Background: an optimization exercise with open tools, aiming at a short achievable clock period and low power. Do not read the settings as production practice. RTL that was checked went through simulation tests only; none was proved equivalent to the original. Power and IR drop assume default switching activity.

==> raven <==
// bn_mac_unit
module bn_mac_unit (
	input wire aclk,
	input wire aresetn,
	input wire aclken,
	input wire bypass,
	input wire[1:0] bn_calfmt,
	input wire[4:0] fixed_point_quat_accrc,
	input wire[31:0] mac_cell_i_op_a,
	input wire[31:0] mac_cell_i_op_x,
	input wire[31:0] mac_cell_i_op_b,
	input wire mac_cell_i_is_a_eq_1,
	input wire mac_cell_i_is_b_eq_0,
	input wire[1:0] mac_cell_i_info_along,
	input wire mac_cell_i_vld,
	output wire[31:0] mac_cell_o_res,
	output wire[1:0] mac_cell_o_info_along,
	output wire mac_cell_o_vld
);
==> flow/config.mk <==
export PLATFORM = sky130hd
export DESIGN_NAME = bn_mac_unit
export DESIGN_NICKNAME = bn_mac_unit
export VERILOG_FILES = /design/flow/design.v
export SDC_FILE = /design/flow/constraint.sdc
export NUM_CORES = 4
export LEC_CHECK = 0
export ABC_CLOCK_PERIOD_IN_PS = 2500
export CAP_MARGIN = 20
export CORE_MARGIN = 2
export CORE_UTILIZATION = 40
export SETUP_SLACK_MARGIN = 5
export SLEW_MARGIN = 20
==> flow/constraint.sdc <==
create_clock -name core_clock -period 9.0 [get_ports {aclk}]
set_input_delay 1.8000 -clock core_clock [delete_from_list [all_inputs] [get_ports {aclk}]]
set_output_delay 1.8000 -clock core_clock [all_outputs]
set_load 0.01 [all_outputs]
run.sh (not shown) runs the stock make flow with config.mk's settings and CLKGATE_MAP_FILE= SYNTH_SCRIPT=/design/flow/synth_recipe.tcl, a recipe that flattens the netlist after the stock synthesis.
==> inputs of indigo, as changes to raven <==
Settings changed: CORE_UTILIZATION 40 to 65, PLACE_DENSITY from default to 0.75.
==> inputs of violet, as changes to raven <==
Settings changed: ABC_CLOCK_PERIOD_IN_PS 2500 to default, SETUP_SLACK_MARGIN 5 to default.
==> notes <==
Flip-flop and latch count is the same in indigo and violet.
Between indigo and violet, the lower critical path depth is in indigo (gap 5).
Final area: raven > violet > indigo.
Synthesized cell count is the same in raven and violet.
The lowest global-route usage belongs to violet, the highest to indigo.
Utilization: violet is lower than indigo (28 points).
==> figures <==
|  | violet | indigo | raven |
|---|---|---|---|
| Status | finished clean | finished clean | finished clean |
| Register-to-Register Setup Slack | 3900 ps | 5000 ps | 5090 ps |
| Fin nets | 7152 | 7235 | 7233 |
| Destination of the worst register-to-register timing path | res_r[22]$_DFFE_PP_ | tree_u.r3_s1015$_DFFE_PP_ | tree_u.r3_s1033$_DFFE_PP_ |
| Footprint of the multi-input gates | 37200 µm² | 37700 µm² | 37700 µm² |
| Post-layout total power | 0.0235 W | 0.0246 W | 0.0239 W |
| Comb pwr share | 0.469 | 0.497 | 0.476 |
| Reg2reg start | NM6[17]$_DFFE_PP_ | F0$_DFFE_PP_ | F0$_DFFE_PP_ |
| Routed length per placed instance | 23.7 µm | 27.2 µm | 24.4 µm |
| Number of buffers added by the clock tree synthesis step | 111 | 105 | 110 |
| Biggest fanout along the worst timing path | 19 | 28 | 20 |
| Worst IR Drop VDD | 0.182 mV | 0.311 mV | 0.189 mV |
| DRT met1 WL | 83.9 mm | 82.7 mm | 86.6 mm |
| Portion of total power attributed to the clock network | 0.203 | 0.191 | 0.203 |

========
==> v35 <==
Another version of the RTL of bn_mac_unit (not shown whole).
==> flow/config.mk <==
export PLATFORM = sky130hd
export DESIGN_NAME = bn_mac_unit
export DESIGN_NICKNAME = bn_mac_unit
export VERILOG_FILES = /design/flow/design.v
export SDC_FILE = /design/flow/constraint.sdc
export NUM_CORES = 4
export LEC_CHECK = 0
export ABC_CLOCK_PERIOD_IN_PS = 2500
export CAP_MARGIN = 20
export CORE_MARGIN = 2
export CORE_UTILIZATION = 40
export SLEW_MARGIN = 20
==> flow/constraint.sdc <==
create_clock -name core_clock -period 9.0 [get_ports {aclk}]
set_input_delay 1.8000 -clock core_clock [delete_from_list [all_inputs] [get_ports {aclk}]]
set_output_delay 1.8000 -clock core_clock [all_outputs]
set_load 0.01 [all_outputs]
standard.sh (not shown) runs the stock make flow with config.mk's settings and CLKGATE_MAP_FILE= SYNTH_SCRIPT=/design/flow/synth_recipe.tcl, a recipe that flattens the netlist after the stock synthesis.
==> flow/flow/run.sh <==
#!/bin/bash
set -euo pipefail
bash standard.sh SETUP_SLACK_MARGIN=5.6 finish > standard_flow.log 2>&1
==> v2: changes against v35 <==
--- a/flow/design.v
+++ b/flow/design.v
@@ -3761,25 +3761,25 @@
 );
 	reg fp_m;
 	reg[4:0] q_m;
 	always @(posedge aclk)
 	begin
 		fp_m <= (bn_calfmt == 2'b10) & (~bypass);
 		q_m <= fixed_point_quat_accrc;
 	end
-	reg[5:0] v;
+	reg[6:0] v;
 	always @(posedge aclk or negedge aresetn)
 	begin
 		if(~aresetn)
-			v <= 6'd0;
+			v <= 7'd0;
 		else if(aclken)
-			v <= {v[4:0], mac_cell_i_vld};
+			v <= {v[5:0], mac_cell_i_vld};
 	end
-	wire[5:0] en = {6{aclken}} & v;
+	wire[6:0] en = {7{aclken}} & v;
 	wire en_in = aclken & mac_cell_i_vld;
 	wire fp_in = (bn_calfmt == 2'b10) & (~bypass);
 	wire a1_in = mac_cell_i_is_a_eq_1 | bypass;
 	wire b0_in = mac_cell_i_is_b_eq_0 | bypass;
 	wire[31:0] ia = mac_cell_i_op_a;
 	wire[31:0] ix = mac_cell_i_op_x;
 	wire[31:0] op_a =
 		fp_in ?
@@ -3833,183 +3833,177 @@
 		.one(ONE0),
 		.two(TWO0),
 		.neg(NEG0),
 		.s(tree_s),
 		.c(tree_c)
 	);
 	wire[7:0] b_exp0 = B0[30:23] + {6'b100000, B0[30:23] == 8'd0, B0[30:23] != 8'd0};
 	wire[24:0] b_f0 = ({25{B0[31]}} ^ {1'b0, B0[30:23] != 8'd0, B0[22:0]}) + B0[31];
-	wire bz0 = B0[30:23] == 8'd0;
-	wire b255 = &B0[30:23];
-	wire[9:0] ed0 =
-		b255 ?
-			({AXE0[8], AXE0} + 10'd128):
-			({AXE0[8], AXE0} - {2'b00, B0[30:23]} + 10'd127 - {9'd0, bz0});
-	wire[9:0] edn0 =
-		b255 ?
-			(-10'd128 - {AXE0[8], AXE0}):
-			({2'b00, B0[30:23]} - {AXE0[8], AXE0} - 10'd127 + {9'd0, bz0});
-	wire gth0 = b0_0 | ((~ed0[9]) & (|ed0[8:0]));
-	wire[9:0] adiff0 = gth0 ? ed0:edn0;
-	reg[31:0] B1;  
-	reg gth1;  
-	reg[4:0] diff1;
-	reg big1;  
-	reg[8:0] E1;  
-	reg a1_1, nn1;  
+	reg[8:0] AXE1;  
+	reg[32:0] B1;  
+	reg a1_1, b0_1;
 	reg[1:0] I1;
 	always @(posedge aclk)
 	begin
 		if(en[0])
 		begin
-			B1 <= fp_m ? {{7{b_f0[24]}}, b_f0}:B0;
-			gth1 <= gth0;
-			diff1 <= adiff0[4:0];
-			big1 <= |adiff0[8:5];
-			E1 <= gth0 ? AXE0:{b_exp0[7], b_exp0};
+			AXE1 <= AXE0;
+			B1 <= fp_m ? {b_exp0, b_f0}:{1'b0, B0};
 			a1_1 <= a1_0;
-			nn1 <= a1_0 & b0_0;
+			b0_1 <= b0_0;
 			I1 <= I0;
 		end
 	end
-	wire[31:0] b_q29 = {B1[24], B1[24:0], 6'd0};
-	wire[31:0] b_sh1 = $signed(b_q29) >>> diff1;
-	wire[31:0] b_al1 =
-		gth1 ?
-			(big1 ? 32'd0:b_sh1):
-			b_q29;
-	wire[32:0] p_lo1 = {1'b0, tree_s[31:0]} + {1'b0, tree_c[31:0]};
-	reg[31:0] RS2;
-	reg[31:0] RC2;
-	reg[32:0] PL2;  
+	reg[63:0] RS2;
+	reg[63:0] RC2;
 	reg[31:0] B2;  
-	reg[5:0] sh2;  
-	reg z2;  
-	reg[8:0] E2;
-	reg nn2;
+	reg gth2;  
+	reg[4:0] diff2;
+	reg big2;  
+	reg[8:0] E2;  
+	reg a1_2, nn2;  
 	reg[1:0] I2;
+	wire signed[9:0] ed1 = {AXE1[8], AXE1} - {{2{B1[32]}}, B1[32:25]};
+	wire gth1 = b0_1 | (~ed1[9] & (|ed1[8:0]));
+	wire[9:0] adiff1 = gth1 ? ed1:(-ed1);
 	always @(posedge aclk)
 	begin
 		if(en[1])
 		begin
-			RS2 <= tree_s[63:32];
-			RC2 <= tree_c[63:32];
-			PL2 <= p_lo1;
-			B2 <= fp_m ? b_al1:B1;
-			sh2 <=
-				fp_m ?
-					(gth1 ? 6'd17:(6'd17 + {1'b0, diff1})):
-					(a1_1 ? 6'd0:{1'b0, q_m});
-			z2 <= fp_m & (~gth1) & big1;
-			E2 <= E1;
-			nn2 <= nn1;
+			RS2 <= tree_s;
+			RC2 <= tree_c;
+			B2 <= fp_m ? {{7{B1[24]}}, B1[24:0]}:B1[31:0];
+			gth2 <= gth1;
+			diff2 <= adiff1[4:0];
+			big2 <= |adiff1[8:5];
+			E2 <= gth1 ? AXE1:{B1[32], B1[32:25]};
+			a1_2 <= a1_1;
+			nn2 <= a1_1 & b0_1;
 			I2 <= I1;
 		end
 	end
-	wire[31:0] p_hi2 = RS2 + RC2 + {31'd0, PL2[32]};
-	wire[63:0] p2 = {p_hi2, PL2[31:0]};
-	wire[63:0] p_sh2 = $signed(p2) >>> sh2;
-	wire[31:0] p_ne2 = p2[62:31] ^ {32{p2[63]}};
-	wire[31:0] p_keep2 = {32{1'b1}} << sh2[4:0];
-	wire ovf2 = (~fp_m) & (|(p_ne2 & p_keep2));
-	reg[31:0] AX3;
-	reg ovf3;
-	reg ps3;  
-	reg[31:0] B3;
+	reg[63:0] P3;
+	reg[31:0] B3;  
+	reg[5:0] sh3;  
+	reg z3;  
 	reg[8:0] E3;
 	reg nn3;
 	reg[1:0] I3;
+	wire[31:0] b_q29 = {B2[24], B2[24:0], 6'd0};
+	wire[31:0] b_sh2 = $signed(b_q29) >>> diff2;
+	wire[31:0] b_al2 =
+		gth2 ?
+			(big2 ? 32'd0:b_sh2):
+			b_q29;
 	always @(posedge aclk)
 	begin
 		if(en[2])
 		begin
-			AX3 <= z2 ? 32'd0:p_sh2[31:0];
-			ovf3 <= ovf2;
-			ps3 <= p2[63];
-			B3 <= B2;
+			P3 <= RS2 + RC2;
+			B3 <= fp_m ? b_al2:B2;
+			sh3 <=
+				fp_m ?
+					(gth2 ? 6'd17:(6'd17 + {1'b0, diff2})):
+					(a1_2 ? 6'd0:{1'b0, q_m});
+			z3 <= fp_m & (~gth2) & big2;
 			E3 <= E2;
 			nn3 <= nn2;
 			I3 <= I2;
 		end
 	end
-	wire[32:0] sum3 = {AX3[31], AX3} + {B3[31], B3};
-	wire[32:0] bx3 = {1'b0, ~B3[31], B3[30:0]};
-	wire[32:0] sat_lo3 = {1'b1, ~B3[31], B3[30:0]};
-	wire[32:0] sat_hi3 = bx3 - 33'd1;
-	reg[32:0] SUM4;
+	reg[31:0] AX4;
+	reg[31:0] B4;
 	reg[8:0] E4;
 	reg nn4;
 	reg[1:0] I4;
+	wire[63:0] p_sh3 = $signed(P3) >>> sh3;
+	wire[31:0] p_ne3 = P3[62:31] ^ {32{P3[63]}};
+	wire[31:0] p_keep3 = {32{1'b1}} << sh3[4:0];
+	wire ovf3 = |(p_ne3 & p_keep3);
+	wire[31:0] amx3 = ovf3 ? {P3[63], {31{~P3[63]}}}:p_sh3[31:0];
 	always @(posedge aclk)
 	begin
 		if(en[3])
 		begin
-			SUM4 <= ovf3 ? (ps3 ? sat_lo3:sat_hi3):sum3;
+			AX4 <= fp_m ? (z3 ? 32'd0:p_sh3[31:0]):amx3;
+			B4 <= B3;
 			E4 <= E3;
 			nn4 <= nn3;
 			I4 <= I3;
 		end
 	end
-	wire[31:0] int_res4 =
-		{
-			SUM4[32],
-			{31{~(SUM4[32] & (~SUM4[31]))}} & ({31{(~SUM4[32]) & SUM4[31]}} | SUM4[30:0])
-		};
-	wire[31:0] lsd4 = SUM4[31:0] ^ {32{SUM4[32]}};
-	reg[4:0] j4;
-	integer k;
-	always @(*)
-	begin
-		j4 = 5'd31;
-		for(k = 31;k >= 0;k = k - 1)
-			if(lsd4[31 - k])
-				j4 = k;
-		if(nn4)
-			j4 = 5'd2;
-	end
-	wire[34:0] nml_ext4 = {SUM4[32], SUM4[32], SUM4} << j4;
-	wire[32:0] nml4 = nml_ext4[34:2];
-	reg NS5;  
-	reg[24:0] NM5;  
-	reg[9:0] PE5;  
+	reg[32:0] SUM5;
+	reg[8:0] E5;
+	reg nn5;
 	reg[1:0] I5;
 	always @(posedge aclk)
 	begin
-		if(en[4] & fp_m)
+		if(en[4])
 		begin
-			NS5 <= nml4[32];
-			NM5 <= nml4[30:6];
-			PE5 <= {E4[8], E4} + 10'd2 - {5'd0, j4};
+			SUM5 <= {AX4[31], AX4} + {B4[31], B4};
+			E5 <= E4;
+			nn5 <= nn4;
 			I5 <= I4;
 		end
 	end
-	wire uf5 =
-		($signed(PE5) < -10'sd126) |
-		(NM5[24:23] == 2'b00) | ((NM5[24:23] == 2'b11) & (|NM5[22:0]));
-	wire neg2_5 = NM5 == {2'b10, 23'd0};
-	wire[7:0] fe_raw5 = PE5[7:0] + (neg2_5 ? 8'd128:8'd127);
-	wire[22:0] fm_raw5 = ({23{NS5}} ^ NM5[22:0]) + NS5;
-	wire[7:0] fe5 = uf5 ? 8'h00:fe_raw5;
-	wire[22:0] fm5 = (uf5 | neg2_5) ? 23'd0:fm_raw5;
+	wire[31:0] int_res5 =
+		{
+			SUM5[32],
+			{31{~(SUM5[32] & (~SUM5[31]))}} & ({31{(~SUM5[32]) & SUM5[31]}} | SUM5[30:0])
+		};
+	wire[31:0] lsd5 = SUM5[31:0] ^ {32{SUM5[32]}};
+	reg[4:0] j5;
+	integer k;
+	always @(*)
+	begin
+		j5 = 5'd31;
+		for(k = 31;k >= 0;k = k - 1)
+			if(lsd5[31 - k])
+				j5 = k;
+		if(nn5)
+			j5 = 5'd2;
+	end
+	wire[34:0] nml_ext5 = {SUM5[32], SUM5[32], SUM5} << j5;
+	wire[32:0] nml5 = nml_ext5[34:2];
+	reg NS6;  
+	reg[24:0] NM6;  
+	reg[9:0] PE6;  
+	reg[1:0] I6;
+	always @(posedge aclk)
+	begin
+		if(en[5] & fp_m)
+		begin
+			NS6 <= nml5[32];
+			NM6 <= nml5[30:6];
+			PE6 <= {E5[8], E5} + 10'd2 - {5'd0, j5};
+			I6 <= I5;
+		end
+	end
+	wire uf6 =
+		($signed(PE6) < -10'sd126) |
+		(NM6[24:23] == 2'b00) | ((NM6[24:23] == 2'b11) & (|NM6[22:0]));
+	wire neg2_6 = NM6 == {2'b10, 23'd0};
+	wire[7:0] fe6 = uf6 ? 8'h00:(PE6[7:0] + (neg2_6 ? 8'd128:8'd127));
+	wire[22:0] fm6 = ({23{NS6}} ^ ((uf6 | neg2_6) ? 23'd0:NM6[22:0])) + NS6;
 	reg[31:0] res_r;
 	reg[1:0] info_r;
 	reg vld_r;
-	wire out_vld = fp_m ? v[5]:v[4];
+	wire out_vld = fp_m ? v[6]:v[5];
 	assign mac_cell_o_res = res_r;
 	assign mac_cell_o_info_along = info_r;
 	assign mac_cell_o_vld = vld_r;
 	always @(posedge aclk or negedge aresetn)
 	begin
 		if(~aresetn)
 			vld_r <= 1'b0;
 		else if(aclken)
 			vld_r <= out_vld;
 	end
 	always @(posedge aclk)
 	begin
 		if(aclken & out_vld)
 		begin
-			res_r <= fp_m ? {NS5, fe5, fm5}:int_res4;
-			info_r <= fp_m ? I5:I4;
+			res_r <= fp_m ? {NS6, fe6, fm6}:int_res5;
+			info_r <= fp_m ? I6:I5;
 		end
 	end
 endmodule
==> flow/run.sh (new file) <==
#!/bin/bash
# synth_recipe.tcl (not shown) runs the flow's synth.tcl, then flattens the netlist and writes it again
# the make line also repeats each setting of config.mk as NAME=value (left out here)
make -C /OpenROAD-flow-scripts/flow DESIGN_CONFIG=/design/flow/config.mk WORK_HOME=/design/flow/orfs CLKGATE_MAP_FILE= SYNTH_SCRIPT=/design/flow/synth_recipe.tcl finish
- ABC_AREA: not set -> 1
- ABC_CLOCK_PERIOD_IN_PS: 2500 -> not set
- CTS_BUF_LIST: not set -> sky130_fd_sc_hd__clkbuf_8 sky130_fd_sc_hd__clkbuf_16
- CTS_CLUSTER_DIAMETER: not set -> 100
- CTS_CLUSTER_SIZE: not set -> 25
- SETUP_SLACK_MARGIN: not set -> 5
removed: flow/flow/run.sh
removed: flow/standard.sh
==> qor summary <==
|  | v35 | v2 |
|---|---|---|
| WP data required | 9520 ps | 9450 ps |
| Fin crit share | 0.5135 | 0.4511 |
| Startpoint of the lowest-slack hold path | B2[21] | tree_u.r3_neg_0 |
| Number of sinks handled by clock tree synthesis | 862 | 1001 |
| Worst R2R Start | tree_u.r3_c884 | SUM5[32] |
| Arithmetic-cell share of the synthesized area counting full adders, half adders and majority gates | 0.1703 | 0.1624 |
| R2R Path End | PL2[32] | PE6[8] |
| Outcome | finished clean | finished clean |
| Switching power | 11350 uW | 6323 uW |
| Final cell utilization of the core | 0.4811 | 0.4430 |
| Dpl cell area | 0.07200 mm^2 | 0.07312 mm^2 |
| Setup ws final | 4379 ps | 4940 ps |
| Yosys cell types | 102 | 65 |
| Total leakage power | 0.03189 uW | 0.03102 uW |
Only the layout flow was run in v35; the RTL was not checked for function there.

[re-timing with driven ports]
The flow's constraints put no driver on any port. The routed layouts listed below were extracted and timed again, unchanged, in two steps. Step 1 assumes that a clkbuf_16 drives the clock port and a buf_2 every other input. Step 2 times the ports against the registers' clock, not the clock port: input delays grow and output delays shrink by t, the midpoint of the rising clock arrivals with the driver on. Three values: no drivers, after step 1, after step 2; two values: the first two.
run | t (ns) | setup slack, ns | worst setup path after step 2 | worst slew at a driven data input, ns | cell pins on the clock port's net
raven | 0.847 | 5.087 / 5.087 / 4.401 | input to register | 0.06 | 1
indigo | 0.788 | 4.999 / 4.999 / 4.397 | input to register | 0.06 | 1
violet | 0.846 | 3.897 / 3.897 / 3.897 | register to register | 0.07 | 1
v35 | 0.836 | 4.379 / 4.379 / 4.379 | register to register | 0.06 | 1
v2 | 0.761 | 4.940 / 4.940 / 4.430 | input to register | 0.05 | 1
After both steps setup and hold are still met in every run listed. The setup slack of raven, which loses most, moves by 0.000 ns with the drivers and by -0.686 ns with both steps.
